Context: an optimization exercise on an open-source flow, tuned for small area, a short achievable clock period and few clock cycles. The choices shown serve that exercise and are no tape-out recipe.

run a:
==> flow/design.v <==
module mont_step #(
    parameter K = 2,
    parameter W = 34
) (
    input  [W-1:0] s,
    input  [W-1:0] c,
    input  [K-1:0] a,
    input  [32:0]  b,
    input  [31:0]  n,
    output [W-1:0] s_o,
    output [W-1:0] c_o
);
    wire [W-1:0] ss [0:K];
    wire [W-1:0] cc [0:K];
    assign ss[0] = s;
    assign cc[0] = c;
    genvar k;
    generate
        for (k = 0; k < K; k = k + 1) begin : g_it
            wire [W-1:0] pp = a[k] ? {{(W-33){1'b0}}, b} : {W{1'b0}};
            wire         q  = ss[k][0] ^ cc[k][0] ^ pp[0];
            wire [W-1:0] qn = q ? {{(W-32){1'b0}}, n} : {W{1'b0}};
            wire [W-1:0] s1 = ss[k] ^ cc[k] ^ pp;
            wire [W:0]   c1 = {(ss[k] & cc[k]) | (ss[k] & pp) | (cc[k] & pp), 1'b0};
            wire [W:0]   s1x = {1'b0, s1};
            wire [W:0]   qnx = {1'b0, qn};
            wire [W:0]   s2 = s1x ^ c1 ^ qnx;
            wire [W:0]   c2 = (s1x & c1) | (s1x & qnx) | (c1 & qnx);
            assign ss[k+1] = s2[W:1];
            assign cc[k+1] = c2[W-1:0];
        end
    endgenerate
    assign s_o = ss[K];
    assign c_o = cc[K];
endmodule
`timescale 1ns / 1ps
module is_prime
#(
    parameter WIDTH = 32
) (
    input clk,
    input rst_n,
    input valid_i,
    output ready_i,
    input [WIDTH-1:0] number,
    output reg result,
    output valid_o,
    input ready_o
);
    localparam K  = 4;           
    localparam NC = 9;           
    localparam M  = K * NC;      
    localparam W  = 34;          
    localparam S_IDLE  = 0,
               S_CLASS = 1,
               S_SETUP = 2,      
               S_EXP   = 3,      
               S_MUL   = 4,      
               S_CONV  = 5,      
               S_DBL   = 6,      
               S_CHK   = 7,      
               S_DONE  = 8;
    localparam NS = 9;
    localparam [1:0] OP_SQR  = 2'd0,     
                     OP_SQRC = 2'd1,     
                     OP_MULA = 2'd2,     
                     OP_CHK  = 2'd3;     
    reg [NS-1:0] st;
    reg [1:0]   op;
    reg [31:0]  n;
    reg [32:0]  x;           
    reg [32:0]  ar;          
    reg [W-1:0] sr, cr;      
    reg [K-1:0] ab;          
    reg [5:0]   cnt;
    reg [4:0]   e;           
    reg [4:0]   spos;        
    reg [1:0]   base;        
    reg [1:0]   r3;
    reg [2:0]   r5, r7;
    reg [3:0]   r11, r13;
    reg [4:0]   r17, r19, r23;
    assign ready_i = st[S_IDLE];
    assign valid_o = st[S_DONE];
    wire nbit = n[e];
    wire at_s = (e == spos);
    wire any_zero = (r3 == 0) | (r5 == 0) | (r7 == 0) | (r11 == 0) |
                    (r13 == 0) | (r17 == 0) | (r19 == 0) | (r23 == 0);
    wire small_n = (n[31:9] == 0);
    reg  small_prime;
    always @(*) begin
        case (n[4:0])
            5'd3, 5'd5, 5'd7, 5'd11, 5'd13, 5'd17, 5'd19, 5'd23: small_prime = (n[31:5] == 0);
            default: small_prime = 1'b0;
        endcase
    end
    wire [32:0]  bop   = op[1] ? ar : x;
    wire [K-1:0] abits = (cnt == 0) ? x[K-1:0] : ab;
    wire [W-1:0] s_nx, c_nx;
    mont_step #(.K(K), .W(W)) u_step (
        .s(sr), .c(cr), .a(abits), .b(bop), .n(n), .s_o(s_nx), .c_o(c_nx)
    );
    wire [K*NC+K-1:0] xz = {{(K*NC+K-33){1'b0}}, x};
    wire [K-1:0] ab_nx = xz[K * cnt + K +: K];
    wire        conv = st[S_CONV];
    wire [34:0] ca   = {1'b0, sr} | (conv ? 35'd0 : {1'b0, x, 1'b0});
    wire [34:0] cb   = {1'b0, cr} | (conv ? 35'd0 : {2'b11, ~n, 1'b1});
    wire [34:0] sum  = ca + cb + {34'd0, ~conv};
    wire [32:0] dsel = sum[34] ? {x[31:0], 1'b0} : sum[32:0];
    wire [32:0] y    = sum[32:0];
    wire chk_pass = (ar == {1'b0, n[31:1], 1'b0}) | (at_s & (ar == 33'd1));
    reg [NS-1:0] st_n;
    reg [1:0] op_n;
    reg [4:0] e_n;
    reg [1:0] base_n;
    reg [5:0] cnt_n;
    reg       res_n;
    reg       setup_start;     
    task advance;
        begin
            st_n[S_MUL] = 1'b1;
            cnt_n = 0;
            if (at_s) op_n = OP_CHK;
            else begin op_n = OP_SQR; e_n = e - 1; end
        end
    endtask
    always @(*) begin
        st_n = {NS{1'b0}}; op_n = op; e_n = e; base_n = base; cnt_n = cnt + 1;
        res_n = result; setup_start = 1'b0;
        if (st[S_IDLE]) begin
            if (valid_i) st_n[S_CLASS] = 1'b1;
            else st_n[S_IDLE] = 1'b1;
        end
        if (st[S_CLASS]) begin
            if (!n[0] || n[31:1] == 0) begin
                res_n = (n == 32'd2);
                st_n[S_DONE] = 1'b1;
            end else begin
                base_n = 2'd0;
                setup_start = 1'b1;
            end
        end
        if (st[S_SETUP]) begin
            e_n = e - 1;
            if (cnt == 32 && base == 0 && (small_n || any_zero)) begin
                res_n = !any_zero | small_prime;
                st_n[S_DONE] = 1'b1;
            end else if (cnt == M - 1) begin
                e_n = 5'd31;
                st_n[S_EXP] = 1'b1;
            end else
                st_n[S_SETUP] = 1'b1;
        end
        if (st[S_EXP]) begin
            if (!nbit) begin
                e_n = e - 1;
                st_n[S_EXP] = 1'b1;
            end else
                advance;
        end
        if (st[S_DBL])
            advance;
        if (st[S_MUL]) begin
            if (cnt == NC - 1) st_n[S_CONV] = 1'b1;
            else st_n[S_MUL] = 1'b1;
        end
        if (st[S_CONV]) begin
            cnt_n = 0;
            case (op)
                OP_SQR: begin
                    if (nbit) begin
                        if (base == 0) st_n[S_DBL] = 1'b1;
                        else begin op_n = OP_MULA; st_n[S_MUL] = 1'b1; end
                    end else advance;
                end
                OP_MULA: advance;
                OP_SQRC: begin op_n = OP_CHK; st_n[S_MUL] = 1'b1; end
                default: st_n[S_CHK] = 1'b1;
            endcase
        end
        if (st[S_CHK]) begin
            cnt_n = 0;
            if (chk_pass) begin
                if (base == 2) begin
                    res_n = 1'b1;
                    st_n[S_DONE] = 1'b1;
                end else begin
                    base_n = base + 1;
                    setup_start = 1'b1;
                end
            end else if (e == 1) begin
                res_n = 1'b0;
                st_n[S_DONE] = 1'b1;
            end else begin
                op_n = OP_SQRC;
                e_n  = e - 1;
                st_n[S_MUL] = 1'b1;
            end
        end
        if (st[S_DONE]) begin
            if (ready_o) st_n[S_IDLE] = 1'b1;
            else st_n[S_DONE] = 1'b1;
        end
        if (setup_start) begin
            st_n[S_SETUP] = 1'b1;
            cnt_n = 0;
            e_n   = 5'd31;
        end
    end
    always @(posedge clk, negedge rst_n) begin
        if (!rst_n) begin
            st     <= {{(NS-1){1'b0}}, 1'b1};
            result <= 1'b0;
        end else begin
            st     <= st_n;
            result <= res_n;
        end
    end
    always @(posedge clk) begin
        op   <= op_n;
        e    <= e_n;
        base <= base_n;
        cnt  <= cnt_n;
        if (st[S_IDLE] && valid_i)
            n <= number;
        sr <= st[S_MUL] ? s_nx : {W{1'b0}};
        cr <= st[S_MUL] ? c_nx : {W{1'b0}};
        ab <= ab_nx;
        if (setup_start)
            x <= st[S_CLASS] ? 33'd2 : (base == 0) ? 33'd7 : 33'd61;
        else if (st[S_SETUP] || st[S_DBL])
            x <= dsel;
        else if (st[S_CONV] && op != OP_CHK)
            x <= y;
        if (st[S_SETUP] && cnt == M - 1)
            ar <= dsel;
        else if (st[S_CONV] && op == OP_CHK)
            ar <= y;
        else if (st_n[S_MUL] && op_n == OP_CHK)
            ar <= 33'd1;
        if (st[S_SETUP] && !cnt[5] && nbit && e != 0)
            spos <= e;
        if (setup_start) begin
            r3 <= 0; r5 <= 0; r7 <= 0; r11 <= 0; r13 <= 0; r17 <= 0; r19 <= 0; r23 <= 0;
        end else begin
            r3  <= rmod3 ({r3,  nbit});
            r5  <= rmod5 ({r5,  nbit});
            r7  <= rmod7 ({r7,  nbit});
            r11 <= rmod11({r11, nbit});
            r13 <= rmod13({r13, nbit});
            r17 <= rmod17({r17, nbit});
            r19 <= rmod19({r19, nbit});
            r23 <= rmod23({r23, nbit});
        end
    end
    function [1:0] rmod3(input [2:0] t);  rmod3  = (t >= 3)  ? t - 3  : t; endfunction
    function [2:0] rmod5(input [3:0] t);  rmod5  = (t >= 5)  ? t - 5  : t; endfunction
    function [2:0] rmod7(input [3:0] t);  rmod7  = (t >= 7)  ? t - 7  : t; endfunction
    function [3:0] rmod11(input [4:0] t); rmod11 = (t >= 11) ? t - 11 : t; endfunction
    function [3:0] rmod13(input [4:0] t); rmod13 = (t >= 13) ? t - 13 : t; endfunction
    function [4:0] rmod17(input [5:0] t); rmod17 = (t >= 17) ? t - 17 : t; endfunction
    function [4:0] rmod19(input [5:0] t); rmod19 = (t >= 19) ? t - 19 : t; endfunction
    function [4:0] rmod23(input [5:0] t); rmod23 = (t >= 23) ? t - 23 : t; endfunction
endmodule
export LEC_CHECK = 0
export ABC_CLOCK_PERIOD_IN_PS = 2500
export CAP_MARGIN = 20
export CORE_MARGIN = 2
export CORE_UTILIZATION = 40
export SETUP_SLACK_MARGIN = 2.0
export SLEW_MARGIN = 20
create_clock -name core_clock -period 5.0 [get_ports {clk}]
run.sh (not shown) runs the stock make flow with config.mk's settings and CLKGATE_MAP_FILE= SYNTH_SCRIPT=/design/flow/synth_recipe.tcl, a recipe that flattens the netlist after the stock synthesis.
Although run a finished all stages, its layout failed final checks on negative setup slack.
Setup changes, run a to run b
--- a/flow/design.v
+++ b/flow/design.v
@@ -46,10 +46,10 @@
     output reg result,
     output valid_o,
     input ready_o
 );
-    localparam K  = 4;           
-    localparam NC = 9;           
+    localparam K  = 2;           
+    localparam NC = 17;          
     localparam M  = K * NC;      
     localparam W  = 34;          
     localparam S_IDLE  = 0,
                S_CLASS = 1,
@@ -100,9 +100,9 @@
     mont_step #(.K(K), .W(W)) u_step (
         .s(sr), .c(cr), .a(abits), .b(bop), .n(n), .s_o(s_nx), .c_o(c_nx)
     );
     wire [K*NC+K-1:0] xz = {{(K*NC+K-33){1'b0}}, x};
-    wire [K-1:0] ab_nx = xz[K * cnt + K +: K];
+    wire [K-1:0] ab_nx = xz[K * cnt[4:0] + K +: K];
     wire        conv = st[S_CONV];
     wire [34:0] ca   = {1'b0, sr} | (conv ? 35'd0 : {1'b0, x, 1'b0});
     wire [34:0] cb   = {1'b0, cr} | (conv ? 35'd0 : {2'b11, ~n, 1'b1});
     wire [34:0] sum  = ca + cb + {34'd0, ~conv};
Run b | status: complete | timing, DRC, antenna: pass. Going from run a to run b, mux cell area share after synthesis -0.37 points, placed wire-length estimate -about 22%. The worst setup margin reported for run b is greater than that of run a by 2350 ps. [compare] base=run a new=run b: non-clock buffer instance count of the final layout -about 35%, register-to-register slack +2350 ps. When the final numbers for run b and run a were put side by side, the first-pass GRT wire length turned out to be greater in run a.
No functional check of the RTL was part of any run of this note.

==> separate check: timing with driven ports <==
The flow's constraints put no driver on any port. The routed layouts listed below were extracted and timed again, unchanged, in two steps. Step 1: set_driving_cell puts a clkbuf_16 on clk and a buf_2 on each other input, an assumption about the parent block. Step 2 times the ports against the registers' clock, not the clock port: input delays grow and output delays shrink by t, the midpoint of the rising clock arrivals with the driver on. Three values: ideal, step 1, step 2; two values: the first two.
run | t (ns) | slack for setup (ns) | worst setup path after step 2 | worst register clock-pin slew, ns
run a | 0.639 | -1.371 / -1.371 / -1.371 | register to register | 0.06 / 0.06
run b | 0.623 | 0.976 / 0.976 / 0.976 | register to register | 0.06 / 0.06
